This is an optimization exercise on Yosys and OpenROAD, whose aim is small area, not a production implementation. No functional check of the RTL was part of any run shown here. Power is estimated from default activity; no workload was simulated.

==> design/flow/design.v <==
module DFT( output [31:0] real_value,
            output [31:0] imag_value,
            input [7:0] in,
            input clk, rst );
function [20:0] raddl;
  input [19:0] a, b;
  input ci;
  integer i;
  reg c;
  begin
    c = ci;
    for (i = 0; i < 20; i = i + 1) begin
      raddl[i] = a[i] ^ b[i] ^ c;
      c = (a[i] & b[i]) | (a[i] & c) | (b[i] & c);
    end
    raddl[20] = c;
  end
endfunction
function [5:0] raddh0;
  input [5:0] a, b;
  integer i;
  reg c;
  begin
    c = 1'b0;
    for (i = 0; i < 6; i = i + 1) begin
      raddh0[i] = a[i] ^ b[i] ^ c;
      c = (a[i] & b[i]) | (a[i] & c) | (b[i] & c);
    end
  end
endfunction
function [5:0] raddh1;
  input [5:0] a, b;
  integer i;
  reg c;
  begin
    c = 1'b1;
    for (i = 0; i < 6; i = i + 1) begin
      raddh1[i] = a[i] ^ b[i] ^ c;
      c = (a[i] & b[i]) | (a[i] & c) | (b[i] & c);
    end
  end
endfunction
function [25:0] radd;
  input [25:0] a, b;
  input ci;
  reg [20:0] l;
  begin
    l = raddl(a[19:0], b[19:0], ci);
    radd = {l[20] ? raddh1(a[25:20], b[25:20]) : raddh0(a[25:20], b[25:20]), l[19:0]};
  end
endfunction
function [8:0] radd9;
  input [8:0] a, b;
  input ci;
  integer i;
  reg c;
  begin
    c = ci;
    for (i = 0; i < 9; i = i + 1) begin
      radd9[i] = a[i] ^ b[i] ^ c;
      c = (a[i] & b[i]) | (a[i] & c) | (b[i] & c);
    end
  end
endfunction
function [22:0] tab;
  input [2:0] c;
  input [2:0] d;
  begin
    case (c)
      3'd1: case (d) 3'd1: tab = 23'd1048576; 3'd2: tab = 23'd2097152; 3'd3: tab = 23'd3145728; 3'd4: tab = 23'd4194304; default: tab = 23'd0; endcase
      3'd2: case (d) 3'd1: tab = 23'd968758; 3'd2: tab = 23'd1937516; 3'd3: tab = 23'd2906274; 3'd4: tab = 23'd3875032; default: tab = 23'd0; endcase
      3'd3: case (d) 3'd1: tab = 23'd741456; 3'd2: tab = 23'd1482912; 3'd3: tab = 23'd2224368; 3'd4: tab = 23'd2965824; default: tab = 23'd0; endcase
      3'd4: case (d) 3'd1: tab = 23'd741455; 3'd2: tab = 23'd1482910; 3'd3: tab = 23'd2224365; 3'd4: tab = 23'd2965820; default: tab = 23'd0; endcase
      3'd5: case (d) 3'd1: tab = 23'd401272; 3'd2: tab = 23'd802544; 3'd3: tab = 23'd1203816; 3'd4: tab = 23'd1605088; default: tab = 23'd0; endcase
      3'd6: case (d) 3'd1: tab = 23'd401273; 3'd2: tab = 23'd802546; 3'd3: tab = 23'd1203819; 3'd4: tab = 23'd1605092; default: tab = 23'd0; endcase
      default: tab = 23'd0;
    endcase
  end
endfunction
reg [7:0] lo [0:7];    
reg [7:0] hi [0:7];    
reg [4:0] j;           
reg [3:0] k;           
reg ld;                
reg [25:0] accr, acci;
reg [25:0] outr, outi;
wire ldA = ld & ~k[0] & j[4] & j[0];
wire ldB = ld &  k[0] & ~j[4] & ~j[3] & j[0];
wire ldC = ld &  k[0] & ~j[4] &  j[3] & j[0];
wire ldD = ld &  k[0] &  j[4] & j[0];
integer q;
always @(posedge clk) begin
  lo[0] <= ldA ? in : lo[7];
  lo[1] <= ldB ? in : lo[0];
  hi[0] <= ldC ? in : hi[7];
  hi[1] <= ldD ? in : hi[0];
  for (q = 2; q < 8; q = q + 1) begin
    lo[q] <= lo[q-1];
    hi[q] <= hi[q-1];
  end
end
always @(posedge clk) begin
  if (rst) begin
    j <= 5'd16;
    k <= 4'd14;
    ld <= 1'b1;
  end else if (j == 5'd23) begin
    j <= 5'd0;
    k <= k + 4'd1;
    if (k == 4'd15) ld <= 1'b0;
  end else begin
    j <= j + 5'd1;
  end
end
wire [7:0] a = lo[7];
wire [7:0] b = hi[7];
wire kn0 = k[0] ^ (j == 5'd23);    
wire [8:0] un = radd9({a[7], a}, {b[7], b} ^ {9{kn0}}, kn0);
reg [2:0] n;
always @(*) begin
  case (j[2:0])
    3'd0: n = 3'd3;
    3'd1: n = 3'd4;
    3'd2: n = 3'd0;
    3'd3: n = 3'd5;
    3'd4: n = 3'd1;
    3'd5: n = 3'd6;
    3'd6: n = 3'd2;
    3'd7: n = 3'd7;
  endcase
end
reg [3:0] g;
wire [1:0] pn = (j == 5'd23) ? 2'd0 : (j == 5'd7) ? 2'd1 : (j == 5'd15) ? 2'd2 : j[4:3];
always @(*) begin
  case (pn)
    2'd0: g = {un[2:0], 1'b0};
    2'd1: g = un[5:2];
    default: g = un[8:5];
  endcase
end
reg [2:0] dmn;
reg dnn;
always @(*) begin
  case (g)
    4'd0: begin dmn = 3'd0; dnn = 1'b0; end
    4'd1: begin dmn = 3'd1; dnn = 1'b0; end
    4'd2: begin dmn = 3'd1; dnn = 1'b0; end
    4'd3: begin dmn = 3'd2; dnn = 1'b0; end
    4'd4: begin dmn = 3'd2; dnn = 1'b0; end
    4'd5: begin dmn = 3'd3; dnn = 1'b0; end
    4'd6: begin dmn = 3'd3; dnn = 1'b0; end
    4'd7: begin dmn = 3'd4; dnn = 1'b0; end
    4'd8: begin dmn = 3'd4; dnn = 1'b1; end
    4'd9: begin dmn = 3'd3; dnn = 1'b1; end
    4'd10: begin dmn = 3'd3; dnn = 1'b1; end
    4'd11: begin dmn = 3'd2; dnn = 1'b1; end
    4'd12: begin dmn = 3'd2; dnn = 1'b1; end
    4'd13: begin dmn = 3'd1; dnn = 1'b1; end
    4'd14: begin dmn = 3'd1; dnn = 1'b1; end
    4'd15: begin dmn = 3'd0; dnn = 1'b0; end
  endcase
end
reg [2:0] dm;
reg dn;
always @(posedge clk) begin
  dm <= dmn;
  dn <= dnn;
end
wire [4:0] jn = (j == 5'd23) ? 5'd0 : j + 5'd1;
wire [3:0] kk = (j == 5'd23) ? k + 4'd1 : k;
reg [2:0] nn;
always @(*) begin
  case (jn[2:0])
    3'd0: nn = 3'd3;
    3'd1: nn = 3'd4;
    3'd2: nn = 3'd0;
    3'd3: nn = 3'd5;
    3'd4: nn = 3'd1;
    3'd5: nn = 3'd6;
    3'd6: nn = 3'd2;
    3'd7: nn = 3'd7;
  endcase
end
wire [3:0] m = ({4{nn[0]}} & kk) + ({4{nn[1]}} & {kk[2:0], 1'b0}) + ({4{nn[2]}} & {kk[1:0], 2'b00});
wire altc = kk[0] & nn[1];
wire alt_r = altc & (nn[2] == (kk[1] ^ kk[2]));
wire alt_i = altc & (nn[2] != (kk[1] ^ kk[2]));
reg [2:0] rcn, icn;
reg rsn, isn;
always @(*) begin
  case (m)
    4'd0: begin rsn = 1'b0; rcn = 3'd1; isn = 1'b0; icn = 3'd0; end
    4'd1: begin rsn = 1'b0; rcn = 3'd2; isn = 1'b1; icn = (alt_i ? 3'd6 : 3'd5); end
    4'd2: begin rsn = 1'b0; rcn = (alt_r ? 3'd4 : 3'd3); isn = 1'b1; icn = (alt_i ? 3'd4 : 3'd3); end
    4'd3: begin rsn = 1'b0; rcn = (alt_r ? 3'd6 : 3'd5); isn = 1'b1; icn = 3'd2; end
    4'd4: begin rsn = 1'b0; rcn = 3'd0; isn = 1'b1; icn = 3'd1; end
    4'd5: begin rsn = 1'b1; rcn = (alt_r ? 3'd6 : 3'd5); isn = 1'b1; icn = 3'd2; end
    4'd6: begin rsn = 1'b1; rcn = (alt_r ? 3'd4 : 3'd3); isn = 1'b1; icn = (alt_i ? 3'd4 : 3'd3); end
    4'd7: begin rsn = 1'b1; rcn = 3'd2; isn = 1'b1; icn = (alt_i ? 3'd6 : 3'd5); end
    4'd8: begin rsn = 1'b1; rcn = 3'd1; isn = 1'b0; icn = 3'd0; end
    4'd9: begin rsn = 1'b1; rcn = 3'd2; isn = 1'b0; icn = (alt_i ? 3'd6 : 3'd5); end
    4'd10: begin rsn = 1'b1; rcn = (alt_r ? 3'd4 : 3'd3); isn = 1'b0; icn = (alt_i ? 3'd4 : 3'd3); end
    4'd11: begin rsn = 1'b1; rcn = (alt_r ? 3'd6 : 3'd5); isn = 1'b0; icn = 3'd2; end
    4'd12: begin rsn = 1'b0; rcn = 3'd0; isn = 1'b0; icn = 3'd1; end
    4'd13: begin rsn = 1'b0; rcn = (alt_r ? 3'd6 : 3'd5); isn = 1'b0; icn = 3'd2; end
    4'd14: begin rsn = 1'b0; rcn = (alt_r ? 3'd4 : 3'd3); isn = 1'b0; icn = (alt_i ? 3'd4 : 3'd3); end
    4'd15: begin rsn = 1'b0; rcn = 3'd2; isn = 1'b0; icn = (alt_i ? 3'd6 : 3'd5); end
  endcase
end
reg [2:0] rc, ic;
reg rs, is;
always @(posedge clk) begin
  rc <= rcn; rs <= rsn; ic <= icn; is <= isn;
end
wire [22:0] mr = tab(rc, dm);
wire [22:0] mi = tab(ic, dm);
wire nr = dn ^ rs;
wire ni = dn ^ is;
wire first = (j == 5'd0);
wire shift = (j == 5'd8) | (j == 5'd16);
wire [25:0] br = first ? 26'd0  : shift ? {{3{accr[25]}}, accr[25:3]} : accr;
wire [25:0] bi = first ? 26'd63 : shift ? {{3{acci[25]}}, acci[25:3]} : acci;
wire [25:0] sr = radd(br, {3'd0, mr} ^ {26{nr}}, nr);
wire [25:0] si = radd(bi, {3'd0, mi} ^ {26{ni}}, ni);
always @(posedge clk) begin
  accr <= sr;
  acci <= si;
  if (j == 5'd23) begin
    outr <= sr[25:0];
    outi <= si[25:0];
  end
end
assign real_value = {{3{outr[25]}}, outr, 3'b000};
assign imag_value = {{3{outi[25]}}, outi, 3'b000};
endmodule
==> design/flow/flow/run.sh <==
#!/bin/bash
# The standard layout, with the port buffers made from the smallest buffer cell.
set -euo pipefail
export BUFFER_PORTS_ARGS="-buffer_cell sky130_fd_sc_hd__buf_1"
bash standard.sh > standard.log 2>&1
==> design/flow/standard.sh <==
#!/bin/bash
# synth_recipe.tcl (not shown) runs the flow's synth.tcl, then flattens the netlist and writes it again
# the make line also repeats each setting of config.mk as NAME=value (left out here)
make -C /OpenROAD-flow-scripts/flow DESIGN_CONFIG=/design/flow/config.mk WORK_HOME=/design/flow/orfs CLKGATE_MAP_FILE= SYNTH_SCRIPT=/design/flow/synth_recipe.tcl "${@:-finish}"
==> design/flow/config.mk <==
export PLATFORM = sky130hd
export DESIGN_NAME = DFT
export DESIGN_NICKNAME = DFT
export VERILOG_FILES = /design/flow/design.v
export SDC_FILE = /design/flow/constraint.sdc
export NUM_CORES = 4
export LEC_CHECK = 0
export ABC_AREA = 1
export CAP_MARGIN = 20
export CORE_MARGIN = 2
export CORE_UTILIZATION = 60
export CTS_CLUSTER_DIAMETER = 80
export CTS_CLUSTER_SIZE = 24
export SLEW_MARGIN = 20
==> design/flow/constraint.sdc <==
create_clock -name core_clock -period 12.0 [get_ports {clk}]
set_input_delay 2.4000 -clock core_clock [delete_from_list [all_inputs] [get_ports {clk}]]
set_output_delay 2.4000 -clock core_clock [all_outputs]
set_load 0.01 [all_outputs]
==> flow_metrics.py, run 1 <==
metrics = {
    "global_routing": {
        "gr-total-overflow": 0,
        "first_global_vias": 6835,
        "antenna_found_initial": 0,
        "grt_pass1_wl_um": 32200,
        "grt_start_max_net_pins": 56,
        "grt_usage_pct": 21.5,
    },
    "routing": {
        "ant_nets": 0,
        "vias_per_cell": 5.05,
        "wirelength_um": 19600,
        "drt_iter0_markers": 316,
        "post-route-drc-count": 0,
        "num_vias": 6943,
        "firstDrtPassIters": 7,
        "wl_per_cell_um": 14.2,
    },
    "critical_path": {
        "crit_slowest_cell": "fa_1",
        "required_ns": 12.24,
        "critical_path.startpoint_type": "flip-flop",
        "crit_path_end_kind": "flip-flop",
        "worst-path-max-fanout": 46,
        "critical_path_class": "flip-flop to flip-flop",
        "arrival_ns": 10.76,
        "critPathMostFrequentCell": "fa_1",
        "slowest_delay_ns": 0.52,
    },
    "sta": {
        "fin_crit_sh_pct": 87.7,
        "tightest_slew_ns": 0.678,
        "whs_ns": 0.326,
        "fmax_mhz": 95.0,
        "setup_viol": 0,
        "skew_ns": 0.0168,
        "drv_slew": 0,
        "rsz0062_at_grt": "no",
        "fin_crit_ns": 10.53,
        "setup_tns_ns": 0,
        "hold_viol_final": 0,
        "slew_headroom_pct": 54.7,
    },
    "final_layout": {
        "drive_above_1_share_pct": 5.82,
        "final_nets": 1225,
        "syn_to_final_growth_pct": 7.64,
        "fin_util_pct": 66.4,
        "num-fill-cells": 1442,
        "diodes": 0,
    },
    "pwr": {
        "netSwitchingPower_uw": 1460,
        "intPower_uw": 2190,
        "p_leak_uw": 0.00520,
        "switching_share_pct": 40.1,
        "peakVddDrop_mv": 0.197,
        "combPwrFrac_pct": 50.0,
        "power_uw": 3650,
        "pwr-share-clk_pct": 13.5,
        "p_seq_share_pct": 36.4,
        "p_per_area_nw_per_um2": 317,
    },
    "synth": {
        "ys_types": 51,
        "avgSynthCellArea_um2": 9.86,
        "synth-seq-cells": 254,
        "synth_common_cells": "202 x dfxtp_1, 188 x nand2_1, 153 x inv_1",
        "synth_area_leaders": "dfxtp_1 38%, edfxtp_1 15%, fa_1 8.6%",
        "synthCells": 1086,
        "postSynth.asyncResetShare_pct": 0,
        "synth_edf_count": 52,
        "ys_seq_area_share_pct": 52.4,
        "synth.top_cell.area_share_pct": 37.8,
        "synth_top_area_cell": "dfxtp_1",
        "syn_area_um2": 10700,
        "synth_flop_cell": "dfxtp_1",
        "ys_warn_count": 3,
        "synth.most_common_cell": "dfxtp_1",
    },
    "clock_tree": {
        "cts_buffers": 14,
        "htreeDepth": 1,
        "clk_pin_slew_ns": 0.09,
        "insertion_delay_ns": 0.48,
        "clockBufferDepth": 3,
        "clock_sinks": 254,
        "cts_tree": "yes",
        "cts_root_buf": "clkbuf_16",
        "ctsHoldBuffers": 0,
        "post-cts-setup-buffers": 0,
        "ctsResizeCount": 0,
    },
    "die": {
        "rows": 48,
        "die_w_um": 138,
        "floorplan.initialDensity_pct": 61.7,
        "die_height_um": 138,
        "coreArea_um2": 17400,
        "die_area_um2": 18900,
        "num_io_pins": 74,
    },
    "run_status": {
        "outcome": "timing/DRC/antenna clean",
    },
    "hold_path": {
        "hold_class": "flip-flop to flip-flop",
    },
    "placement": {
        "routabilityCongestion": 1.01,
        "dp_hpwl_um": 14600,
        "place.port_buffers": 67,
    },
    "run": {
        "maxCapViolations": 0,
    },
}
layout by cell type (no fill, tap or decap), drive strengths merged:
cell,netlist,layout
o221ai,1,1
conb,1,6
a21oi,25,25
fa,46,46
nor2,72,72
nor3,9,9
clkbuf,15,21
nand3,40,40
o22ai,2,2
a22oi,2,2
o21ai,84,84
o211ai,26,26
clkinv,2,2
inv,163,164
edfxtp,52,52
or2,4,4
o21a,1,1
and2,4,4
a221oi,2,2
nand2,201,201
nand3b,2,2
xor2,55,55
xnor2,20,20
buf,21,74
dfxtp,202,202
o2111ai,4,4
ha,24,24
a211oi,1,1
nand4,5,5
worst max-delay path: cells and delay by family, from the launching register on:
family	cells	cell delay (ns)
AND/OR/NAND/NOR	9	0.78
AO/OA/AOI/OAI	2	0.23
adder cells (fa/ha/maj)	20	8.02
buffers and inverters	5	0.81
flip-flops	1	0.43
final timing paths:
| kind | from | end | slack [ns] | cells past startpoint |
|---|---|---|---|---|
| max | j[0] | outr[25] | 1.47 | 36 |
| min reg2reg | hi[3][6] | hi[4][6] | 0.33 | 0 |
| min | hi[3][6] | hi[4][6] | 0.33 | 0 |
| max reg2reg | j[0] | outr[25] | 1.47 | 36 |
sequential cells by signal, indices dropped and copies added (netlist names), 3 cells and up:
register	flops
dm	3
lo	64
rc	3
acci	26
j	5
outr	26
hi	64
accr	26
k	4
ic	3
outi	26
cells by family (layout without fill, tap and decap cells):
group / Yosys count / after routing / synth area share [%]
AO/OA/AOI/OAI: 148 / 148 / 8.02
XOR/XNOR: 75 / 75 / 6.45
adder cells (fa/ha/maj): 70 / 70 / 11.4
buffers and inverters: 201 / 261 / 7.75
flip-flops: 254 / 254 / 52.4
other: 1 / 6 / 0.0350
AND/OR/NAND/NOR: 337 / 337 / 14.0
power by group through the flow:
stage / combinational (uW) / sequential (uW) / clock (uW)
floorplan: 1420 / 1330 / 0
global placement: 1800 / 1350 / 0
detailed placement: 1850 / 1350 / 0
CTS: 1860 / 1330 / 505
global route: 2130 / 1340 / 537
finish: 1820 / 1330 / 494
layer usage:
| metal | global-route usage [%] | vias to the layer above | wire length [um] |
|---|---|---|---|
| met1 | 27.2 | 3249 | 8520 |
| met3 | 2.87 | 30 | 790 |
| met4 | 5.10 | 0 | 368 |
| met2 | 39.1 | 145 | 9920 |
| met5 | 0 | - | 0 |
| li1 | - | 3519 | - |
stage by stage:
step                      cells  area [um^2]  worst slack, ns
after floorplan            1091        10700             2.00
after global placement     1354        11100             1.62
after detailed placement   1354        11100             1.47
after CTS                  1376        11500             1.46
after global routing       1376        11500            0.921
final                      1376        11500             1.47
layout make-up:
type / instances / area, um^2 / share of cell area (%)
Sequential cell: 254 / 5610 / 48.6
Multi-Input combinational cell: 636 / 4300 / 37.3
Inverter: 165 / 627 / 5.44
Clock buffer: 21 / 398 / 3.45
Timing Repair Buffer: 74 / 304 / 2.64
Tap cell: 225 / 282 / 2.44
Clock inverter: 1 / 11.3 / 0.0977
==> run 2: changes to the inputs <==
--- a/design/flow/design.v
+++ b/design/flow/design.v
@@ -3,6 +3,6 @@
             input [7:0] in,
             input clk, rst );
-function [20:0] raddl;
-  input [19:0] a, b;
+function [22:0] raddl;
+  input [21:0] a, b;
   input ci;
   integer i;
@@ -10,18 +10,18 @@
   begin
     c = ci;
-    for (i = 0; i < 20; i = i + 1) begin
+    for (i = 0; i < 22; i = i + 1) begin
       raddl[i] = a[i] ^ b[i] ^ c;
       c = (a[i] & b[i]) | (a[i] & c) | (b[i] & c);
     end
-    raddl[20] = c;
-  end
-endfunction
-function [5:0] raddh0;
-  input [5:0] a, b;
+    raddl[22] = c;
+  end
+endfunction
+function [3:0] raddh0;
+  input [3:0] a, b;
   integer i;
   reg c;
   begin
     c = 1'b0;
-    for (i = 0; i < 6; i = i + 1) begin
+    for (i = 0; i < 4; i = i + 1) begin
       raddh0[i] = a[i] ^ b[i] ^ c;
       c = (a[i] & b[i]) | (a[i] & c) | (b[i] & c);
@@ -29,11 +29,11 @@
   end
 endfunction
-function [5:0] raddh1;
-  input [5:0] a, b;
+function [3:0] raddh1;
+  input [3:0] a, b;
   integer i;
   reg c;
   begin
     c = 1'b1;
-    for (i = 0; i < 6; i = i + 1) begin
+    for (i = 0; i < 4; i = i + 1) begin
       raddh1[i] = a[i] ^ b[i] ^ c;
       c = (a[i] & b[i]) | (a[i] & c) | (b[i] & c);
@@ -44,8 +44,8 @@
   input [25:0] a, b;
   input ci;
-  reg [20:0] l;
-  begin
-    l = raddl(a[19:0], b[19:0], ci);
-    radd = {l[20] ? raddh1(a[25:20], b[25:20]) : raddh0(a[25:20], b[25:20]), l[19:0]};
+  reg [22:0] l;
+  begin
+    l = raddl(a[21:0], b[21:0], ci);
+    radd = {l[22] ? raddh1(a[25:22], b[25:22]) : raddh0(a[25:22], b[25:22]), l[21:0]};
   end
 endfunction
==> run 2 against run 1 <==
Critical path depth up 2. First-iteration DRC count shrank 3.2%. Cell area is 0.78% lower. Largest power group unchanged. Non-clock buffer count rose by 2. Sequential cell count unchanged. Hold slack got worse by 0.0059 ns. Die area down 1.0%. Power fell by 7.1%. Cell count fell by 0.94%. Still clean on timing, DRC and antenna.
==> flow_metrics.py, run 2 <==
metrics = {
    "run_status": {
        "outcome": "timing/DRC/antenna clean",
    },
    "synth": {
        "synth.most_common_cell": "nand2_1",
        "syn_area_um2": 10600,
        "ys_types": 41,
        "synthCells": 1075,
        "postSynth.asyncResetShare_pct": 0,
        "synth_edf_count": 52,
        "synth_common_cells": "233 x nand2_1, 202 x dfxtp_1, 140 x inv_1",
        "synth_flop_cell": "dfxtp_1",
        "synth.top_cell.area_share_pct": 38.2,
        "synth_area_leaders": "dfxtp_1 38%, edfxtp_1 15%, fa_1 9.5%",
        "synth_top_area_cell": "dfxtp_1",
        "synth-seq-cells": 254,
        "ys_warn_count": 3,
        "ys_seq_area_share_pct": 52.9,
        "avgSynthCellArea_um2": 9.85,
    },
    "critical_path": {
        "critical_path.startpoint_type": "flip-flop",
        "critPathMostFrequentCell": "fa_1",
        "reg2regPathDepth": 38,
        "crit_path_end_kind": "flip-flop",
        "arrival_ns": 11.64,
        "crit_slowest_cell": "fa_1",
        "critical_path_class": "flip-flop to flip-flop",
        "regToRegStartpoint": "j[0]",
        "slowest_delay_ns": 0.49,
        "required_ns": 12.25,
        "reg2reg_slack_ns": 0.61,
        "rr_endpoint": "outr[25]",
        "worst-path-max-fanout": 26,
    },
    "clock_tree": {
        "post-cts-setup-buffers": 0,
        "clock_sinks": 254,
        "cts_buffers": 14,
        "ctsResizeCount": 0,
        "cts_root_buf": "clkbuf_16",
        "cts_tree": "yes",
        "clockBufferDepth": 3,
        "htreeDepth": 1,
        "clk_pin_slew_ns": 0.09,
        "ctsHoldBuffers": 0,
        "insertion_delay_ns": 0.49,
    },
    "final_layout": {
        "syn_to_final_growth_pct": 7.95,
        "reg_top3": "hi (64), lo (64)",
        "drive_above_1_share_pct": 5.71,
        "mostFrequentLayoutCells": "233 x nand2_1, 202 x dfxtp_1, 140 x inv_1",
        "regArea_um2": 5610,
        "fin_util_pct": 66.1,
        "num-fill-cells": 1412,
        "mostFrequentLayoutCell": "nand2_1",
        "diodes": 0,
        "multiInputGateArea_um2": 4230,
        "final_nets": 1214,
    },
    "pwr": {
        "p_per_area_nw_per_um2": 296,
        "peakVddDrop_mv": 0.216,
        "p_leak_uw": 0.00524,
        "intPower_uw": 2070,
        "netSwitchingPower_uw": 1320,
        "combPwrFrac_pct": 46.2,
        "p_seq_share_pct": 38.4,
        "switching_share_pct": 38.8,
        "pwr-share-clk_pct": 15.4,
    },
    "hold_path": {
        "min_to": "lo[7][1]",
        "hold_class": "flip-flop to flip-flop",
        "whs_path_depth": 0,
        "hp-start": "lo[6][1]",
    },
    "sta": {
        "drv_slew": 0,
        "skew_ns": 0.0149,
        "setup_viol": 0,
        "fin_crit_ns": 11.39,
        "slew_headroom_pct": 32.7,
        "tightest_slew_ns": 1.01,
        "fmax_mhz": 87.8,
        "fin_crit_sh_pct": 94.9,
        "setup_tns_ns": 0,
        "rsz0062_at_grt": "no",
        "whs_ns": 0.320,
        "hold_viol_final": 0,
        "finalWorstSetupSlack_ns": 0.612,
    },
    "die": {
        "floorplan.initialDensity_pct": 61.2,
        "num_io_pins": 74,
        "die_w_um": 137,
        "rows": 48,
        "coreArea_um2": 17300,
        "die_height_um": 137,
        "die_area_um2": 18700,
    },
    "routing": {
        "firstDrtPassIters": 4,
        "ant_nets": 0,
        "wl_per_cell_um": 14.8,
        "post-route-drc-count": 0,
        "wirelength_um": 20100,
        "vias_per_cell": 4.99,
        "num_vias": 6797,
        "drt_iter0_markers": 306,
    },
    "global_routing": {
        "grt_usage_pct": 22.2,
        "grt_busiest_layer": "met2",
        "gr-usage-met3_pct": 2.78,
        "gr-total-overflow": 0,
        "grt.met2_usage_pct": 39.2,
        "gr-usage-met1_pct": 29.5,
        "antenna_found_initial": 0,
        "grt_start_max_net_pins": 60,
        "first_global_vias": 6620,
        "grt_pass1_wl_um": 32700,
    },
    "run": {
        "maxCapViolations": 0,
    },
    "placement": {
        "place.port_buffers": 67,
        "routabilityCongestion": 0.872,
        "dp_hpwl_um": 14800,
        "post-place-ws_ns": 0.490,
    },
}
==> run 2: cell families after synthesis <==
family,Yosys count,share of synthesized area (%)
other,1,0.0354
buffers and inverters,185,7.43
AO/OA/AOI/OAI,124,6.75
flip-flops,254,52.9
adder cells (fa/ha/maj),71,11.9
AND/OR/NAND/NOR,375,15.6
XOR/XNOR,65,5.38
==> run 2: worst max-delay path by stage <==
stage	start	depth (start not counted)	slack (ns)	end
after global placement	j[0]	38	0.75	outr[25]
after floorplan	j[0]	37	1.39	outr[25]
after global routing	j[0]	38	0.09	outr[25]
after detailed placement	j[0]	38	0.49	outr[25]
final	j[0]	38	0.61	outr[25]
after CTS	j[0]	38	0.44	outr[25]
==> run 2: power by group through the flow <==
| stage | Sequential, uW | Clock [uW] | Combinational (uW) |
|---|---|---|---|
| 2_1_floorplan | 1300 | 0 | 1190 |
| 3_5_place_dp | 1320 | 0 | 1580 |
| 5_1_grt | 1320 | 562 | 1820 |
| 4_1_cts | 1300 | 538 | 1580 |
| 3_3_place_gp | 1320 | 0 | 1520 |
| 6_report | 1300 | 522 | 1560 |
==> run 2: metal layers <==
metal,up-vias,wire (um)
met5,-,0
met4,0,296
met3,23,650
met2,129,10100
met1,3154,9080
li1,3491,-
==> run 2: per-stage QoR <==
step | power (uW) | cells | area [um^2]
6_report | 3390 | 1363 | 11400
3_5_place_dp | 2900 | 1342 | 11000
4_1_cts | 3420 | 1363 | 11400
5_1_grt | 3690 | 1363 | 11400
2_1_floorplan | 2480 | 1080 | 10600
3_3_place_gp | 2840 | 1342 | 11000
==> run 2: layout make-up <==
type / instances / share of cell area [%]
well taps: 225 / 2.46
flip-flops and latches: 254 / 49.0
clock buffers: 17 / 3.16
multi-input cells: 641 / 37.0
clock inverters: 4 / 0.700
inverters: 146 / 4.84
repair buffers: 76 / 2.79
==> run 2: critical path: cells and delay by family (launching register included) <==
family / cells / cell delay (ns)
simple gates: 9 / 0.89
flops: 1 / 0.36
buf+inv: 4 / 0.46
compound gates: 3 / 0.56
fa+ha+maj: 22 / 8.85
==> run 3: changes to the inputs <==
--- a/design/flow/design.v
+++ b/design/flow/design.v
@@ -3,6 +3,6 @@
             input [7:0] in,
             input clk, rst );
-function [22:0] raddl;
-  input [21:0] a, b;
+function [20:0] raddl;
+  input [19:0] a, b;
   input ci;
   integer i;
@@ -10,18 +10,18 @@
   begin
     c = ci;
-    for (i = 0; i < 22; i = i + 1) begin
+    for (i = 0; i < 20; i = i + 1) begin
       raddl[i] = a[i] ^ b[i] ^ c;
       c = (a[i] & b[i]) | (a[i] & c) | (b[i] & c);
     end
-    raddl[22] = c;
-  end
-endfunction
-function [3:0] raddh0;
-  input [3:0] a, b;
+    raddl[20] = c;
+  end
+endfunction
+function [5:0] raddh0;
+  input [5:0] a, b;
   integer i;
   reg c;
   begin
     c = 1'b0;
-    for (i = 0; i < 4; i = i + 1) begin
+    for (i = 0; i < 6; i = i + 1) begin
       raddh0[i] = a[i] ^ b[i] ^ c;
       c = (a[i] & b[i]) | (a[i] & c) | (b[i] & c);
@@ -29,11 +29,11 @@
   end
 endfunction
-function [3:0] raddh1;
-  input [3:0] a, b;
+function [5:0] raddh1;
+  input [5:0] a, b;
   integer i;
   reg c;
   begin
     c = 1'b1;
-    for (i = 0; i < 4; i = i + 1) begin
+    for (i = 0; i < 6; i = i + 1) begin
       raddh1[i] = a[i] ^ b[i] ^ c;
       c = (a[i] & b[i]) | (a[i] & c) | (b[i] & c);
@@ -44,8 +44,8 @@
   input [25:0] a, b;
   input ci;
-  reg [22:0] l;
-  begin
-    l = raddl(a[21:0], b[21:0], ci);
-    radd = {l[22] ? raddh1(a[25:22], b[25:22]) : raddh0(a[25:22], b[25:22]), l[21:0]};
+  reg [20:0] l;
+  begin
+    l = raddl(a[19:0], b[19:0], ci);
+    radd = {l[20] ? raddh1(a[25:20], b[25:20]) : raddh0(a[25:20], b[25:20]), l[19:0]};
   end
 endfunction
@@ -73,5 +73,4 @@
       3'd4: case (d) 3'd1: tab = 23'd741455; 3'd2: tab = 23'd1482910; 3'd3: tab = 23'd2224365; 3'd4: tab = 23'd2965820; default: tab = 23'd0; endcase
       3'd5: case (d) 3'd1: tab = 23'd401272; 3'd2: tab = 23'd802544; 3'd3: tab = 23'd1203816; 3'd4: tab = 23'd1605088; default: tab = 23'd0; endcase
-      3'd6: case (d) 3'd1: tab = 23'd401273; 3'd2: tab = 23'd802546; 3'd3: tab = 23'd1203819; 3'd4: tab = 23'd1605092; default: tab = 23'd0; endcase
       default: tab = 23'd0;
     endcase
@@ -167,23 +166,8 @@
   dn <= dnn;
 end
-wire [4:0] jn = (j == 5'd23) ? 5'd0 : j + 5'd1;
-wire [3:0] kk = (j == 5'd23) ? k + 4'd1 : k;
-reg [2:0] nn;
-always @(*) begin
-  case (jn[2:0])
-    3'd0: nn = 3'd3;
-    3'd1: nn = 3'd4;
-    3'd2: nn = 3'd0;
-    3'd3: nn = 3'd5;
-    3'd4: nn = 3'd1;
-    3'd5: nn = 3'd6;
-    3'd6: nn = 3'd2;
-    3'd7: nn = 3'd7;
-  endcase
-end
-wire [3:0] m = ({4{nn[0]}} & kk) + ({4{nn[1]}} & {kk[2:0], 1'b0}) + ({4{nn[2]}} & {kk[1:0], 2'b00});
-wire altc = kk[0] & nn[1];
-wire alt_r = altc & (nn[2] == (kk[1] ^ kk[2]));
-wire alt_i = altc & (nn[2] != (kk[1] ^ kk[2]));
+wire [3:0] m = ({4{n[0]}} & k) + ({4{n[1]}} & {k[2:0], 1'b0}) + ({4{n[2]}} & {k[1:0], 2'b00});
+wire altc = k[0] & n[1];
+wire alt_r = altc & (n[2] == (k[1] ^ k[2]));
+wire alt_i = altc & (n[2] != (k[1] ^ k[2]));
 reg [2:0] rcn, icn;
 reg rsn, isn;
@@ -191,28 +175,28 @@
   case (m)
     4'd0: begin rsn = 1'b0; rcn = 3'd1; isn = 1'b0; icn = 3'd0; end
-    4'd1: begin rsn = 1'b0; rcn = 3'd2; isn = 1'b1; icn = (alt_i ? 3'd6 : 3'd5); end
+    4'd1: begin rsn = 1'b0; rcn = 3'd2; isn = 1'b1; icn = 3'd5; end
     4'd2: begin rsn = 1'b0; rcn = (alt_r ? 3'd4 : 3'd3); isn = 1'b1; icn = (alt_i ? 3'd4 : 3'd3); end
-    4'd3: begin rsn = 1'b0; rcn = (alt_r ? 3'd6 : 3'd5); isn = 1'b1; icn = 3'd2; end
+    4'd3: begin rsn = 1'b0; rcn = 3'd5; isn = 1'b1; icn = 3'd2; end
     4'd4: begin rsn = 1'b0; rcn = 3'd0; isn = 1'b1; icn = 3'd1; end
-    4'd5: begin rsn = 1'b1; rcn = (alt_r ? 3'd6 : 3'd5); isn = 1'b1; icn = 3'd2; end
+    4'd5: begin rsn = 1'b1; rcn = 3'd5; isn = 1'b1; icn = 3'd2; end
     4'd6: begin rsn = 1'b1; rcn = (alt_r ? 3'd4 : 3'd3); isn = 1'b1; icn = (alt_i ? 3'd4 : 3'd3); end
-    4'd7: begin rsn = 1'b1; rcn = 3'd2; isn = 1'b1; icn = (alt_i ? 3'd6 : 3'd5); end
+    4'd7: begin rsn = 1'b1; rcn = 3'd2; isn = 1'b1; icn = 3'd5; end
     4'd8: begin rsn = 1'b1; rcn = 3'd1; isn = 1'b0; icn = 3'd0; end
-    4'd9: begin rsn = 1'b1; rcn = 3'd2; isn = 1'b0; icn = (alt_i ? 3'd6 : 3'd5); end
+    4'd9: begin rsn = 1'b1; rcn = 3'd2; isn = 1'b0; icn = 3'd5; end
     4'd10: begin rsn = 1'b1; rcn = (alt_r ? 3'd4 : 3'd3); isn = 1'b0; icn = (alt_i ? 3'd4 : 3'd3); end
-    4'd11: begin rsn = 1'b1; rcn = (alt_r ? 3'd6 : 3'd5); isn = 1'b0; icn = 3'd2; end
+    4'd11: begin rsn = 1'b1; rcn = 3'd5; isn = 1'b0; icn = 3'd2; end
     4'd12: begin rsn = 1'b0; rcn = 3'd0; isn = 1'b0; icn = 3'd1; end
-    4'd13: begin rsn = 1'b0; rcn = (alt_r ? 3'd6 : 3'd5); isn = 1'b0; icn = 3'd2; end
+    4'd13: begin rsn = 1'b0; rcn = 3'd5; isn = 1'b0; icn = 3'd2; end
     4'd14: begin rsn = 1'b0; rcn = (alt_r ? 3'd4 : 3'd3); isn = 1'b0; icn = (alt_i ? 3'd4 : 3'd3); end
-    4'd15: begin rsn = 1'b0; rcn = 3'd2; isn = 1'b0; icn = (alt_i ? 3'd6 : 3'd5); end
-  endcase
-end
-reg [2:0] rc, ic;
-reg rs, is;
-always @(posedge clk) begin
-  rc <= rcn; rs <= rsn; ic <= icn; is <= isn;
-end
-wire [22:0] mr = tab(rc, dm);
-wire [22:0] mi = tab(ic, dm);
+    4'd15: begin rsn = 1'b0; rcn = 3'd2; isn = 1'b0; icn = 3'd5; end
+  endcase
+end
+wire r3n = alt_r & ((m == 4'd3) | (m == 4'd5) | (m == 4'd11) | (m == 4'd13));
+wire i3n = alt_i & ((m == 4'd1) | (m == 4'd7) | (m == 4'd9) | (m == 4'd15));
+wire [2:0] rc = rcn, ic = icn;
+wire rs = rsn, is = isn;
+wire r3 = r3n, i3 = i3n;
+wire [22:0] mr = tab(rc, dm) | {20'd0, dm & {3{r3}}};
+wire [22:0] mi = tab(ic, dm) | {20'd0, dm & {3{i3}}};
 wire nr = dn ^ rs;
 wire ni = dn ^ is;
==> run 3 against run 2 <==
Die area decreased by 3.7%. Sequential share of layout area rose by 0.65 points. Clock power is 1% lower. Sequential cell count down 5. Utilization grew 0.75 points. Critical path depth rose by 4. Power is 0.53% higher. Clock skew increased by 0.0039 ns. Via count decreased by 2.1%. Hold slack about the same.
==> flow_metrics.py, run 3 <==
metrics = {
    "sta": {
        "skew_ns": 0.0187,
        "tightest_slew_ns": 0.757,
        "drv_slew": 0,
        "setup_tns_ns": 0,
        "fmax_mhz": 88.0,
        "rsz0062_at_grt": "no",
        "slew_headroom_pct": 49.4,
        "fin_crit_sh_pct": 94.7,
        "hold_viol_final": 0,
        "fin_crit_ns": 11.37,
        "setup_viol": 0,
        "finalWorstSetupSlack_ns": 0.633,
    },
    "final_layout": {
        "mostFrequentLayoutCell": "dfxtp_1",
        "regArea_um2": 5510,
        "syn_to_final_growth_pct": 8.78,
        "diodes": 0,
        "final_nets": 1161,
        "mostFrequentLayoutCells": "195 x dfxtp_1, 175 x nand2_1, 141 x inv_1",
        "reg_top3": "hi (64), lo (64)",
        "num-fill-cells": 1337,
        "drive_above_1_share_pct": 6.35,
        "multiInputGateArea_um2": 3970,
    },
    "global_routing": {
        "first_global_vias": 6527,
        "grt_busiest_layer": "met2",
        "grt_usage_pct": 22.4,
        "grt_start_max_net_pins": 56,
        "grt.met2_usage_pct": 39.2,
        "gr-usage-met1_pct": 28.9,
        "gr-total-overflow": 0,
        "grt_pass1_wl_um": 32200,
        "antenna_found_initial": 0,
        "gr-usage-met3_pct": 3.14,
    },
    "clock_tree": {
        "cts_root_buf": "clkbuf_16",
        "cts_buffers": 14,
        "insertion_delay_ns": 0.49,
        "clockBufferDepth": 3,
        "clk_pin_slew_ns": 0.10,
        "cts_tree": "yes",
        "post-cts-setup-buffers": 0,
        "clock_sinks": 249,
        "htreeDepth": 1,
    },
    "routing": {
        "wl_per_cell_um": 15.1,
        "num_vias": 6656,
        "wirelength_um": 19700,
        "ant_nets": 0,
        "firstDrtPassIters": 5,
        "post-route-drc-count": 0,
        "vias_per_cell": 5.10,
        "drt_iter0_markers": 377,
    },
    "synth": {
        "synth.most_common_cell": "dfxtp_1",
        "syn_area_um2": 10200,
        "synth_edf_count": 52,
        "synth.top_cell.area_share_pct": 38.7,
        "synthXorXnorAreaFrac_pct": 5.76,
        "synth.area.mux_share_pct": 0.0982,
        "synth_fa_ha_area_share_pct": 12.2,
        "ys_seq_area_share_pct": 54.0,
        "synth_common_cells": "197 x dfxtp_1, 175 x nand2_1, 143 x inv_1",
        "ys_warn_count": 3,
        "synth_compound_gate_area_share_pct": 7.70,
        "synth-seq-cells": 249,
        "postSynth.asyncResetShare_pct": 0,
        "synth_top_family_by_area": "simple AND/OR/NAND/NOR gates",
        "synth_flop_cell": "dfxtp_1",
        "ys_types": 42,
        "avgSynthCellArea_um2": 10.0,
        "synth_area_leaders": "dfxtp_1 39%, edfxtp_1 15%, fa_1 9.0%",
        "synthCells": 1016,
        "synth-simple-area-share_pct": 12.8,
        "synth_top_area_cell": "dfxtp_1",
    },
    "pwr": {
        "peakVddDrop_mv": 0.184,
        "p_leak_uw": 0.00491,
        "p_per_area_nw_per_um2": 307,
    },
    "critical_path": {
        "reg2regPathDepth": 42,
        "critical_path_class": "flip-flop to flip-flop",
        "arrival_ns": 11.62,
        "required_ns": 12.25,
        "critPathMostFrequentCell": "fa_1",
        "crit_slowest_cell": "fa_1",
        "worst-path-max-fanout": 6,
        "slowest_delay_ns": 0.50,
        "crit_path_end_kind": "flip-flop",
        "critical_path.startpoint_type": "flip-flop",
    },
    "hold_path": {
        "whs_path_depth": 0,
        "hold_class": "flip-flop to flip-flop",
    },
    "placement": {
        "routabilityCongestion": 0.923,
        "place.port_buffers": 67,
        "dp_hpwl_um": 14400,
        "post-place-ws_ns": 0.332,
    },
    "die": {
        "die_w_um": 134,
        "die_area_um2": 18000,
        "coreArea_um2": 16600,
        "rows": 47,
        "die_height_um": 134,
        "num_io_pins": 74,
        "floorplan.initialDensity_pct": 61.5,
    },
    "run": {
        "maxCapViolations": 0,
    },
    "run_status": {
        "outcome": "timing/DRC/antenna clean",
    },
}
## run 3: per-layer routing
layer,vias to the layer above,part of all wire [%]
li1,3311,-
met1,3135,43
met2,160,49
met3,50,4.3
met4,0,3.4
met5,-,0
## run 3: where the power goes
part           internal, uW  switching [uW]  leakage, uW
logic                   612            1010      0.00258
registers              1200            63.1      0.00211
clock network           256             259     0.000213
## run 3: worst paths after layout
kind	endpoint	slack (ns)	start
max reg2reg	outr[25]	0.63	k[2]
min	lo[6][0]	0.32	lo[5][0]
min reg2reg	lo[6][0]	0.32	lo[5][0]
max	outr[25]	0.63	k[2]
## run 3: stage by stage
stage               cells  util (%)  hold slack, ns  power [uW]  instance area [um^2]
floorplan            1021         -           0.310        2490                 10200
global placement     1283      64.1           0.310        2880                 10600
detailed placement   1283      64.1           0.312        2920                 10600
CTS                  1306      66.8           0.321        3440                 11100
global route         1306      66.9           0.324        3730                 11100
finish               1306      66.9           0.321        3410                 11100
## run 3: timing repair
item / CTS / global route
gates resized for setup: 0 / 8
hold buffers: 0 / 0
endpoints found under the setup margin: 0 / 7
## run 3: kinds of logic (layout without fill, tap and decap cells)
family,count (synthesis),count (layout)
and+or+nand+nor,303,303
DFF,249,249
buffers and inverters,186,251
AOI/OAI and AO/OA,137,137
adders and majority gates,72,72
xor gates and xnor gates,67,67
other,1,6
muxes,1,1
## run 3: final cells by class
type,count,area share (%)
clock buffers,21,3.59
clock inverters,2,0.418
inverters,152,5.15
multi-input cells,586,35.8
flip-flops and latches,249,49.7
well taps,220,2.48
repair buffers,76,2.88
## run 3: critical path, delay by kind of cell, from the launching register on
family	cells	cell delay, ns
adders and majority gates	21	8.66
and+or+nand+nor	13	1.06
DFF	1	0.46
AOI/OAI and AO/OA	3	0.42
buffers and inverters	4	0.32
xor gates and xnor gates	1	0.20
==> run 4: changes to the inputs <==
--- a/design/flow/design.v
+++ b/design/flow/design.v
@@ -203,14 +203,14 @@
 wire first = (j == 5'd0);
 wire shift = (j == 5'd8) | (j == 5'd16);
-wire [25:0] br = first ? 26'd0  : shift ? {{3{accr[25]}}, accr[25:3]} : accr;
-wire [25:0] bi = first ? 26'd63 : shift ? {{3{acci[25]}}, acci[25:3]} : acci;
-wire [25:0] sr = radd(br, {3'd0, mr} ^ {26{nr}}, nr);
-wire [25:0] si = radd(bi, {3'd0, mi} ^ {26{ni}}, ni);
+wire [25:0] br = first ? ~26'd0  : shift ? {{3{accr[25]}}, accr[25:3]} : accr;
+wire [25:0] bi = first ? ~26'd63 : shift ? {{3{acci[25]}}, acci[25:3]} : acci;
+wire [25:0] sr = radd(br, ~({3'd0, mr} ^ {26{nr}}), ~nr);
+wire [25:0] si = radd(bi, ~({3'd0, mi} ^ {26{ni}}), ~ni);
 always @(posedge clk) begin
   accr <= sr;
   acci <= si;
   if (j == 5'd23) begin
-    outr <= sr[25:0];
-    outi <= si[25:0];
+    outr <= ~sr[25:0];
+    outi <= ~si[25:0];
   end
 end
==> run 4 against run 3 <==
Power is 9.0% higher. Critical endpoint is now outr[24]. Register-to-register slack better by 0.14 ns. Fmax grew 1.2%. Clock skew increased by 0.0057 ns. Still clean. Utilization about the same. Cell count increased by 2.0%.
==> flow_metrics.py, run 4 <==
metrics = {
    "synth": {
        "avgSynthCellArea_um2": 9.87,
        "synth_top_family_by_area": "simple AND/OR/NAND/NOR gates",
        "synth_common_cells": "209 x nand2_1, 197 x dfxtp_1, 153 x inv_1",
        "synth.area.mux_share_pct": 0.0971,
        "synth.top_cell.area_share_pct": 38.2,
        "synth.most_common_cell": "nand2_1",
        "synth-seq-cells": 249,
        "ys_seq_area_share_pct": 53.4,
        "synth_compound_gate_area_share_pct": 5.63,
        "ys_warn_count": 3,
        "synthCells": 1045,
        "synth_fa_ha_area_share_pct": 12.1,
        "postSynth.asyncResetShare_pct": 0,
        "synth-simple-area-share_pct": 15.4,
        "synth_area_leaders": "dfxtp_1 38%, edfxtp_1 15%, fa_1 8.9%",
        "ys_types": 42,
        "syn_area_um2": 10300,
        "synthXorXnorAreaFrac_pct": 5.84,
        "synth_edf_count": 52,
        "synth_flop_cell": "dfxtp_1",
        "synth_top_area_cell": "dfxtp_1",
    },
    "final_layout": {
        "diodes": 0,
        "final_nets": 1188,
        "finalNonFillerCells": 1332,
        "mostFrequentLayoutCells": "209 x nand2_1, 197 x dfxtp_1, 153 x inv_1",
        "mostFrequentLayoutCell": "nand2_1",
        "drive_above_1_share_pct": 5.85,
        "reg_top3": "hi (64), lo (64)",
        "syn_to_final_growth_pct": 8.29,
    },
    "routing": {
        "firstDrtPassIters": 5,
        "wirelength_um": 20500,
        "ant_nets": 0,
        "wl_per_cell_um": 15.4,
        "num_vias": 6749,
        "drt_iter0_markers": 343,
        "post-route-drc-count": 0,
        "vias_per_cell": 5.07,
    },
    "sta": {
        "drv_slew": 0,
        "hold_viol_final": 0,
        "whs_ns": 0.321,
        "fmax_mhz": 89.0,
        "fin_crit_ns": 11.23,
        "skew_ns": 0.0245,
        "slew_headroom_pct": 44.3,
        "fin_crit_sh_pct": 93.6,
        "setup_tns_ns": 0,
        "tightest_slew_ns": 0.814,
        "rsz0062_at_grt": "no",
        "setup_viol": 0,
    },
    "clock_tree": {
        "htreeDepth": 1,
        "clockBufferDepth": 3,
        "cts_root_buf": "clkbuf_16",
        "cts_tree": "yes",
        "ctsResizeCount": 0,
        "insertion_delay_ns": 0.49,
        "cts_buffers": 14,
        "clock_sinks": 249,
        "post-cts-setup-buffers": 0,
        "clk_pin_slew_ns": 0.10,
        "ctsHoldBuffers": 0,
    },
    "die": {
        "floorplan.initialDensity_pct": 61.7,
        "die_w_um": 135,
        "die_area_um2": 18200,
        "num_io_pins": 74,
        "coreArea_um2": 16700,
        "die_height_um": 135,
        "rows": 47,
    },
    "pwr": {
        "peakVddDrop_mv": 0.150,
        "p_per_area_nw_per_um2": 332,
        "power_uw": 3710,
        "p_leak_uw": 0.00513,
    },
    "critical_path": {
        "slowest_delay_ns": 0.54,
        "critical_path.startpoint_type": "flip-flop",
        "required_ns": 12.26,
        "crit_path_end_kind": "flip-flop",
        "critical_path_class": "flip-flop to flip-flop",
        "crit_slowest_cell": "fa_1",
        "reg2reg_slack_ns": 0.77,
        "critPathMostFrequentCell": "fa_1",
        "reg2regPathDepth": 39,
        "regToRegStartpoint": "k[0]",
        "worst-path-max-fanout": 7,
        "arrival_ns": 11.49,
        "rr_endpoint": "outr[24]",
    },
    "placement": {
        "place.port_buffers": 67,
        "routabilityCongestion": 0.963,
        "dp_hpwl_um": 15000,
        "dp.cells": 1310,
    },
    "global_routing": {
        "grt_usage_pct": 23.3,
        "grt_start_max_net_pins": 56,
        "gr-total-overflow": 0,
        "first_global_vias": 6770,
        "grt_pass1_wl_um": 33600,
        "antenna_found_initial": 0,
    },
    "run_status": {
        "outcome": "timing/DRC/antenna clean",
    },
    "hold_path": {
        "hold_class": "flip-flop to flip-flop",
        "whs_path_depth": 0,
        "hp-start": "hi[6][5]",
        "min_to": "hi[7][5]",
    },
    "run": {
        "maxCapViolations": 0,
    },
}
-- run 4: cell types whose count changed after synthesis, sizes merged, moves of 4 or more --
cell / delta
nor2: -5
nand2: +39
or2: +6
inv: +5
o21ai: -30
a21oi: -4
nand3: +24
-- run 4: metal layers --
metal	GRT usage [%]	up-vias	wire [um]
met4	7.35	0	520
li1	-	3364	-
met1	29.8	3202	8740
met2	41.1	143	10400
met3	3.57	40	866
met5	0	-	0
-- run 4: how the worst max path moves through the flow --
stage	from	to	slack [ns]	depth (start not counted)
finish	k[0]	outr[24]	0.77	39
global route	k[0]	outr[25]	0.34	40
CTS	k[0]	outr[24]	0.82	39
detailed placement	k[0]	outr[24]	0.83	39
global placement	k[0]	outr[24]	1.09	39
floorplan	k[0]	outr[24]	1.19	41
-- run 4: critical path: cells and delay by family (launching register included) --
kind                       cells  cell delay (ns)
and+or+nand+nor               10             0.95
AOI/OAI and AO/OA              3             0.81
xor gates and xnor gates       1             0.17
adders and majority gates     21             8.38
buffers and inverters          4             0.24
DFF                            1             0.45
-- run 4: cell type report --
type,instances,area (um^2)
clock buffers,20,415
repair buffers,74,304
multi-input cells,610,4060
flip-flops and latches,249,5510
well taps,220,275
clock inverters,2,13.8
fillers,1358,5540
inverters,157,592
-- run 4: report_power, final --
group          switching, uW  internal (uW)
combinational           1180            744
sequential              65.2           1220
clock                    260            245
-- run 4: metrics by stage --
stage	setup WS, ns	cell area (um^2)	util [%]
floorplan	1.19	10300	-
detailed placement	0.832	10700	64.3
global placement	1.09	10700	64.3
finish	0.769	11200	66.9
global route	0.345	11200	66.9
CTS	0.817	11200	66.9
-- run 4: logic make-up after synthesis --
kind of cell,after synthesis
AOI/OAI and AO/OA,99
muxes,1
DFF,249
and+or+nand+nor,365
adders and majority gates,72
xor gates and xnor gates,67
other,1
buffers and inverters,191
==> run 5: changes to the inputs <==
--- a/design/flow/design.v
+++ b/design/flow/design.v
@@ -3,6 +3,6 @@
             input [7:0] in,
             input clk, rst );
-function [20:0] raddl;
-  input [19:0] a, b;
+function [21:0] raddl;
+  input [20:0] a, b;
   input ci;
   integer i;
@@ -10,18 +10,18 @@
   begin
     c = ci;
-    for (i = 0; i < 20; i = i + 1) begin
+    for (i = 0; i < 21; i = i + 1) begin
       raddl[i] = a[i] ^ b[i] ^ c;
       c = (a[i] & b[i]) | (a[i] & c) | (b[i] & c);
     end
-    raddl[20] = c;
-  end
-endfunction
-function [5:0] raddh0;
-  input [5:0] a, b;
+    raddl[21] = c;
+  end
+endfunction
+function [4:0] raddh0;
+  input [4:0] a, b;
   integer i;
   reg c;
   begin
     c = 1'b0;
-    for (i = 0; i < 6; i = i + 1) begin
+    for (i = 0; i < 5; i = i + 1) begin
       raddh0[i] = a[i] ^ b[i] ^ c;
       c = (a[i] & b[i]) | (a[i] & c) | (b[i] & c);
@@ -29,11 +29,11 @@
   end
 endfunction
-function [5:0] raddh1;
-  input [5:0] a, b;
+function [4:0] raddh1;
+  input [4:0] a, b;
   integer i;
   reg c;
   begin
     c = 1'b1;
-    for (i = 0; i < 6; i = i + 1) begin
+    for (i = 0; i < 5; i = i + 1) begin
       raddh1[i] = a[i] ^ b[i] ^ c;
       c = (a[i] & b[i]) | (a[i] & c) | (b[i] & c);
@@ -44,8 +44,8 @@
   input [25:0] a, b;
   input ci;
-  reg [20:0] l;
-  begin
-    l = raddl(a[19:0], b[19:0], ci);
-    radd = {l[20] ? raddh1(a[25:20], b[25:20]) : raddh0(a[25:20], b[25:20]), l[19:0]};
+  reg [21:0] l;
+  begin
+    l = raddl(a[20:0], b[20:0], ci);
+    radd = {l[21] ? raddh1(a[25:21], b[25:21]) : raddh0(a[25:21], b[25:21]), l[20:0]};
   end
 endfunction
@@ -203,14 +203,14 @@
 wire first = (j == 5'd0);
 wire shift = (j == 5'd8) | (j == 5'd16);
-wire [25:0] br = first ? ~26'd0  : shift ? {{3{accr[25]}}, accr[25:3]} : accr;
-wire [25:0] bi = first ? ~26'd63 : shift ? {{3{acci[25]}}, acci[25:3]} : acci;
-wire [25:0] sr = radd(br, ~({3'd0, mr} ^ {26{nr}}), ~nr);
-wire [25:0] si = radd(bi, ~({3'd0, mi} ^ {26{ni}}), ~ni);
+wire [25:0] br = first ? 26'd0  : shift ? {{3{accr[25]}}, accr[25:3]} : accr;
+wire [25:0] bi = first ? 26'd63 : shift ? {{3{acci[25]}}, acci[25:3]} : acci;
+wire [25:0] sr = radd(br, {3'd0, mr} ^ {26{nr}}, nr);
+wire [25:0] si = radd(bi, {3'd0, mi} ^ {26{ni}}, ni);
 always @(posedge clk) begin
   accr <= sr;
   acci <= si;
   if (j == 5'd23) begin
-    outr <= ~sr[25:0];
-    outi <= ~si[25:0];
+    outr <= sr[25:0];
+    outi <= si[25:0];
   end
 end
==> run 5 against run 4 <==
Sequential cell count unchanged. Critical endpoint is now outr[25]. Sequential power about the same. Synthesized cell count down 4.7%. Critical path depth up 1. Die area down 1.9%. Via count down 3.5%. Area after synthesis down 1.9%. Register-to-register slack worse by 0.15 ns.
==> flow_metrics.py, run 5 <==
metrics = {
    "synth": {
        "synthCells": 996,
        "syn_area_um2": 10100,
        "synth_area_leaders": "dfxtp_1 39%, edfxtp_1 15%, fa_1 9.5%",
        "ys_seq_area_share_pct": 54.4,
        "synth_edf_count": 52,
        "synth_top_area_cell": "dfxtp_1",
        "synth.most_common_cell": "dfxtp_1",
        "avgSynthCellArea_um2": 10.2,
        "ys_warn_count": 3,
        "synth_common_cells": "197 x dfxtp_1, 160 x nand2_1, 133 x inv_1",
        "ys_types": 37,
        "synth.top_cell.area_share_pct": 39.0,
        "synth-seq-cells": 249,
        "synth_flop_cell": "dfxtp_1",
        "postSynth.asyncResetShare_pct": 0,
    },
    "hold_path": {
        "hold_class": "flip-flop to flip-flop",
    },
    "run_status": {
        "outcome": "timing/DRC/antenna clean",
    },
    "clock_tree": {
        "htreeDepth": 1,
        "cts_buffers": 14,
        "cts_root_buf": "clkbuf_16",
        "insertion_delay_ns": 0.48,
        "cts_tree": "yes",
        "clk_pin_slew_ns": 0.10,
        "ctsHoldBuffers": 0,
        "clockBufferDepth": 3,
        "clock_sinks": 249,
    },
    "routing": {
        "ant_nets": 0,
        "post-route-drc-count": 0,
        "wl_per_cell_um": 15.3,
        "wirelength_um": 19600,
        "vias_per_cell": 5.07,
        "num_vias": 6516,
        "wl_met2_um": 9980,
        "wl_met3_um": 706,
        "drt_iter0_markers": 273,
        "top_layer": "met4",
        "wl_met1_um": 8290,
        "firstDrtPassIters": 4,
    },
    "sta": {
        "fin_crit_sh_pct": 94.8,
        "tightest_slew_ns": 0.794,
        "fin_crit_ns": 11.38,
        "setup_viol": 0,
        "fmax_mhz": 87.9,
        "hold_viol_final": 0,
        "slew_headroom_pct": 46.9,
        "skew_ns": 0.0145,
        "rsz0062_at_grt": "no",
        "setup_tns_ns": 0,
        "drv_slew": 0,
    },
    "critical_path": {
        "slowest_delay_ns": 0.50,
        "arrival_ns": 11.62,
        "critical_path.startpoint_type": "flip-flop",
        "crit_slowest_cell": "fa_1",
        "crit_path_end_kind": "flip-flop",
        "required_ns": 12.24,
        "worst-path-max-fanout": 6,
        "critical_path_class": "flip-flop to flip-flop",
        "critPathMostFrequentCell": "fa_1",
    },
    "die": {
        "floorplan.initialDensity_pct": 61.2,
        "rows": 47,
        "die_w_um": 134,
        "die_height_um": 134,
        "num_io_pins": 74,
        "die_area_um2": 17900,
        "coreArea_um2": 16500,
    },
    "global_routing": {
        "grt_start_max_net_pins": 56,
        "grt_pass1_wl_um": 31300,
        "gr-total-overflow": 0,
        "first_global_vias": 6383,
        "grt_usage_pct": 22.2,
        "antenna_found_initial": 0,
    },
    "final_layout": {
        "fin_area_um2": 11000,
        "diodes": 0,
        "mostFrequentLayoutCell": "dfxtp_1",
        "syn_to_final_growth_pct": 8.46,
        "reg_top3": "hi (64), lo (64)",
        "final_nets": 1140,
        "mostFrequentLayoutCells": "194 x dfxtp_1, 160 x nand2_1, 133 x inv_1",
        "drive_above_1_share_pct": 6.67,
    },
    "pwr": {
        "p_per_area_nw_per_um2": 316,
        "peakVddDrop_mv": 0.187,
        "power_uw": 3470,
        "p_leak_uw": 0.00484,
    },
    "placement": {
        "place.port_buffers": 67,
        "place_area_um2": 10500,
        "dp_hpwl_um": 14700,
        "routabilityCongestion": 0.944,
    },
    "run": {
        "maxCapViolations": 0,
    },
}
==> run 5: routing by layer <==
layer	GRT usage, %	vias up
met4	8.27	0
li1	-	3250
met3	2.53	39
met5	0	-
met2	40.2	134
met1	27.3	3093
==> run 5: final cells by class <==
| class | instances | area (um^2) |
|---|---|---|
| repair buffers | 77 | 327 |
| clock buffers | 20 | 394 |
| clock inverters | 2 | 17.5 |
| well taps | 220 | 275 |
| fillers | 1368 | 5560 |
| multi-input cells | 568 | 3890 |
| flip-flops and latches | 249 | 5510 |
| inverters | 148 | 558 |
==> run 5: worst max-delay path: cells and delay by family (launching register included) <==
family / cells / cell delay, ns
fa+ha+maj: 22 / 8.96
simple gates: 11 / 0.91
flops: 1 / 0.45
compound gates: 2 / 0.33
buf+inv: 4 / 0.31
xor+xnor: 1 / 0.22
==> run 5: cell families (layout without fill, tap and decap cells) <==
kind of cell             after synthesis  after routing  share of synthesized area, %
AO/OA/AOI/OAI                        137            137                          7.70
XOR/XNOR                              66             66                          5.72
adder cells (fa/ha/maj)               72             72                          12.5
buffers and inverters                184            247                          7.46
flip-flops                           249            249                          54.4
multiplexers                           1              1                        0.0990
other                                  1              6                        0.0371
AND/OR/NAND/NOR                      286            286                          12.1
==> run 5: per-stage QoR <==
stage | std cells | worst slack [ns] | hold slack (ns) | utilization (%)
final | 1284 | 0.623 | 0.318 | 66.4
after global routing | 1284 | 0.0386 | 0.326 | 66.4
after CTS | 1284 | 0.347 | 0.326 | 66.3
after detailed placement | 1262 | 0.350 | 0.312 | 63.8
after global placement | 1262 | 0.581 | 0.310 | 63.8
after floorplan | 1001 | 0.995 | 0.310 | -
==> run 5: final timing paths <==
kind / startpoint / to / slack [ns] / depth (start not counted)
max: k[2] / outr[25] / 0.62 / 40
min: lo[5][0] / lo[6][0] / 0.32 / 0
max reg2reg: k[2] / outr[25] / 0.62 / 40
min reg2reg: lo[5][0] / lo[6][0] / 0.32 / 0
==> run 5: repair_timing <==
item,in CTS,in global routing
setup buffers,0,0
endpoints found under the hold margin,0,0
setup endpoints to repair,0,5
gates resized for setup,0,7
==> run 5: power by group <==
part / switching [uW] / leakage, uW / internal, uW / total (uW)
Clock: 252 / 0.000201 / 233 / 486
Combinational: 1070 / 0.00253 / 630 / 1700
Sequential: 60.9 / 0.00211 / 1220 / 1280
Total: 1380 / 0.00484 / 2080 / 3470
==> run 6: changes to the inputs <==
--- a/design/flow/design.v
+++ b/design/flow/design.v
@@ -3,6 +3,6 @@
             input [7:0] in,
             input clk, rst );
-function [21:0] raddl;
-  input [20:0] a, b;
+function [22:0] raddl;
+  input [21:0] a, b;
   input ci;
   integer i;
@@ -10,18 +10,18 @@
   begin
     c = ci;
-    for (i = 0; i < 21; i = i + 1) begin
+    for (i = 0; i < 22; i = i + 1) begin
       raddl[i] = a[i] ^ b[i] ^ c;
       c = (a[i] & b[i]) | (a[i] & c) | (b[i] & c);
     end
-    raddl[21] = c;
-  end
-endfunction
-function [4:0] raddh0;
-  input [4:0] a, b;
+    raddl[22] = c;
+  end
+endfunction
+function [3:0] raddh0;
+  input [3:0] a, b;
   integer i;
   reg c;
   begin
     c = 1'b0;
-    for (i = 0; i < 5; i = i + 1) begin
+    for (i = 0; i < 4; i = i + 1) begin
       raddh0[i] = a[i] ^ b[i] ^ c;
       c = (a[i] & b[i]) | (a[i] & c) | (b[i] & c);
@@ -29,11 +29,11 @@
   end
 endfunction
-function [4:0] raddh1;
-  input [4:0] a, b;
+function [3:0] raddh1;
+  input [3:0] a, b;
   integer i;
   reg c;
   begin
     c = 1'b1;
-    for (i = 0; i < 5; i = i + 1) begin
+    for (i = 0; i < 4; i = i + 1) begin
       raddh1[i] = a[i] ^ b[i] ^ c;
       c = (a[i] & b[i]) | (a[i] & c) | (b[i] & c);
@@ -44,8 +44,8 @@
   input [25:0] a, b;
   input ci;
-  reg [21:0] l;
-  begin
-    l = raddl(a[20:0], b[20:0], ci);
-    radd = {l[21] ? raddh1(a[25:21], b[25:21]) : raddh0(a[25:21], b[25:21]), l[20:0]};
+  reg [22:0] l;
+  begin
+    l = raddl(a[21:0], b[21:0], ci);
+    radd = {l[22] ? raddh1(a[25:22], b[25:22]) : raddh0(a[25:22], b[25:22]), l[21:0]};
   end
 endfunction
--- a/design/flow/config.mk
+++ b/design/flow/config.mk
@@ -10,5 +10,5 @@
 export CORE_MARGIN = 2
 export CORE_UTILIZATION = 60
-export CTS_CLUSTER_DIAMETER = 80
-export CTS_CLUSTER_SIZE = 24
+export CTS_CLUSTER_DIAMETER = 120
+export CTS_CLUSTER_SIZE = 28
 export SLEW_MARGIN = 20
==> run 6 against run 5 <==
Largest cell class unchanged. Count of clock-buffer cells in the layout is 5 lower. Register-to-register slack worse by 0.04 ns. Critical path type unchanged. Sequential power hardly changed. Fmax is 0.39% lower. Combinational power hardly changed. Worst setup slack worse by 0.045 ns. Wire length is 1.3% lower. Critical endpoint unchanged. Sequential share of layout area is 0.13 points higher.
==> flow_metrics.py, run 6 <==
metrics = {
    "clock_tree": {
        "insertion_delay_ns": 0.48,
        "clockBufferDepth": 3,
        "clk_pin_slew_ns": 0.10,
        "ctsHoldBuffers": 0,
        "cts_tree": "yes",
        "cts_buffers": 12,
        "cts_root_buf": "clkbuf_16",
        "htreeDepth": 1,
    },
    "global_routing": {
        "grt.met2_usage_pct": 40.7,
        "grt_usage_pct": 22.2,
        "first_global_vias": 6444,
        "gr-usage-met1_pct": 28.3,
        "gr-total-overflow": 0,
    },
    "final_layout": {
        "fin_util_pct": 66.1,
        "reg_top3": "hi (64), lo (64)",
        "final_nets": 1125,
        "mostFrequentLayoutCells": "193 x dfxtp_1, 150 x nand2_1, 130 x inv_1",
    },
    "pwr": {
        "peakVddDrop_mv": 0.184,
        "p_seq_share_pct": 37.5,
        "power_uw": 3430,
        "pwr-share-clk_pct": 12.6,
        "netSwitchingPower_uw": 1370,
        "p_per_area_nw_per_um2": 313,
        "combPwrFrac_pct": 49.8,
    },
    "sta": {
        "whs_ns": 0.328,
        "slew_headroom_pct": 50.9,
        "finalWorstSetupSlack_ns": 0.578,
        "setup_tns_ns": 0,
        "drv_slew": 0,
        "fmax_mhz": 87.6,
        "fin_crit_ns": 11.42,
        "rsz0062_at_grt": "no",
        "setup_viol": 0,
    },
    "synth": {
        "avgSynthCellArea_um2": 10.4,
        "synth_common_cells": "197 x dfxtp_1, 150 x nand2_1, 131 x inv_1",
        "synth_area_leaders": "dfxtp_1 39%, edfxtp_1 15%, fa_1 9.9%",
        "syn_area_um2": 10200,
        "synth-seq-cells": 249,
        "synthCells": 981,
        "synth_top_area_cell": "dfxtp_1",
        "synth.top_cell.area_share_pct": 38.8,
        "ys_types": 42,
        "synth_edf_count": 52,
    },
    "routing": {
        "drt_iter0_markers": 375,
        "firstDrtPassIters": 5,
        "wl_per_cell_um": 15.3,
        "ant_nets": 0,
        "num_vias": 6377,
        "post-route-drc-count": 0,
        "wirelength_um": 19400,
        "vias_per_cell": 5.04,
    },
    "critical_path": {
        "crit_slowest_cell": "fa_1",
        "rr_endpoint": "outr[25]",
        "regToRegStartpoint": "k[0]",
        "critical_path.startpoint_type": "flip-flop",
        "crit_path_end_kind": "flip-flop",
        "worst-path-max-fanout": 7,
        "slowest_delay_ns": 0.54,
        "arrival_ns": 11.67,
        "reg2reg_slack_ns": 0.58,
    },
    "die": {
        "die_height_um": 134,
        "die_area_um2": 18000,
    },
    "placement": {
        "routabilityCongestion": 0.942,
        "dp_hpwl_um": 14500,
        "post-place-ws_ns": 0.0840,
        "place.port_buffers": 67,
    },
    "hold_path": {
        "hold_class": "flip-flop to flip-flop",
        "min_to": "hi[5][5]",
        "hp-start": "hi[4][5]",
    },
    "run": {
        "maxCapViolations": 0,
    },
    "run_status": {
        "outcome": "timing/DRC/antenna clean",
    },
}
run 6: cell count changes after synthesis, moves of 4 or more:
cell and delta:
xor2_1 -10, xnor2_1 +6, clkbuf_1 -4, nand3_1 -5, o21ai_0 +4, nand2_1 -10
xor2_2 +4, nor2_2 +4
run 6: cells by family (layout without fill, tap and decap cells):
group                    Yosys count  count (layout)  share of synthesized area, %
AND/OR/NAND/NOR                  273             273                          11.8
flip-flops                       249             249                          54.2
adder cells (fa/ha/maj)           72              72                          12.6
AO/OA/AOI/OAI                    139             139                          7.85
other                              1               6                        0.0369
XOR/XNOR                          66              66                          5.99
multiplexers                       1               1                        0.0985
buffers and inverters            180             240                          7.51
run 6: how the worst max path moves through the flow:
| stage | end | cells past startpoint | from | slack, ns |
|---|---|---|---|---|
| after floorplan | outr[25] | 39 | k[0] | 0.80 |
| after global placement | outr[25] | 39 | k[0] | 0.29 |
| after detailed placement | outr[25] | 39 | k[0] | 0.08 |
| after CTS | outr[25] | 39 | k[0] | 0.05 |
| after global routing | outr[25] | 39 | k[0] | 0.04 |
| final | outr[25] | 39 | k[0] | 0.58 |
run 6: cell type report:
type                       instances  area [um^2]
clock buffer                      15          312
multi-input combinational        557         3950
clock inverter                     2         21.3
fill                            1378         5630
timing repair buffer              78          334
inverter                         145          544
tap                              220          275
sequential                       249         5520
run 6: worst max-delay path, delay by kind of cell, from the launching register on:
family / cells / cell delay, ns
AND/OR/NAND/NOR: 9 / 0.75
adder cells (fa/ha/maj): 23 / 9.15
flip-flops: 1 / 0.39
XOR/XNOR: 1 / 0.19
buffers and inverters: 4 / 0.27
AO/OA/AOI/OAI: 2 / 0.43
run 6: metrics by stage:
step | cells | instance area (um^2)
after floorplan | 986 | 10200
after global placement | 1248 | 10600
after detailed placement | 1248 | 10600
after CTS | 1265 | 10900
after global routing | 1266 | 11000
final | 1266 | 11000
run 6: metal layers:
| layer | share of wire (%) | vias to the layer above |
|---|---|---|
| li1 | - | 3188 |
| met1 | 43 | 3035 |
| met2 | 51 | 124 |
| met3 | 3.5 | 30 |
| met4 | 2.1 | 0 |
| met5 | 0 | - |
run 6: power by group through the flow:
stage	Sequential [uW]	Combinational, uW	Clock [uW]
after floorplan	1280	1290	0
after global placement	1300	1670	0
after detailed placement	1300	1710	0
after CTS	1290	1710	442
after global routing	1300	1980	471
final	1290	1710	432

## what the ideal ports hide
Ports are ideal in the flow. The routed layouts listed here were re-timed in OpenROAD. Step 1 assumes that a clkbuf_16 drives the clock port and a buf_2 every other input. Step 2 moves the port delays by t, midway between the first and last clock arrival at a register: inputs arrive t later, outputs are due t later. That takes back most of the time a late clock gives input paths. Slacks: ideal ports / drivers / drivers and shift; pairs: ideal ports / drivers.
run	shift t [ns]	setup slack, ns	hold WS [ns]
run 1	0.515	1.471 / 1.471 / 1.471	0.326 / 0.326 / 0.326
run 2	0.528	0.612 / 0.612 / 0.612	0.320 / 0.320 / 0.320
run 3	0.520	0.633 / 0.633 / 0.633	0.321 / 0.321 / 0.321
run 4	0.524	0.769 / 0.769 / 0.769	0.321 / 0.321 / 0.321
run 5	0.520	0.623 / 0.623 / 0.623	0.318 / 0.318 / 0.318
run 6	0.519	0.578 / 0.578 / 0.578	0.328 / 0.328 / 0.328
After both steps every run listed still meets setup and hold.
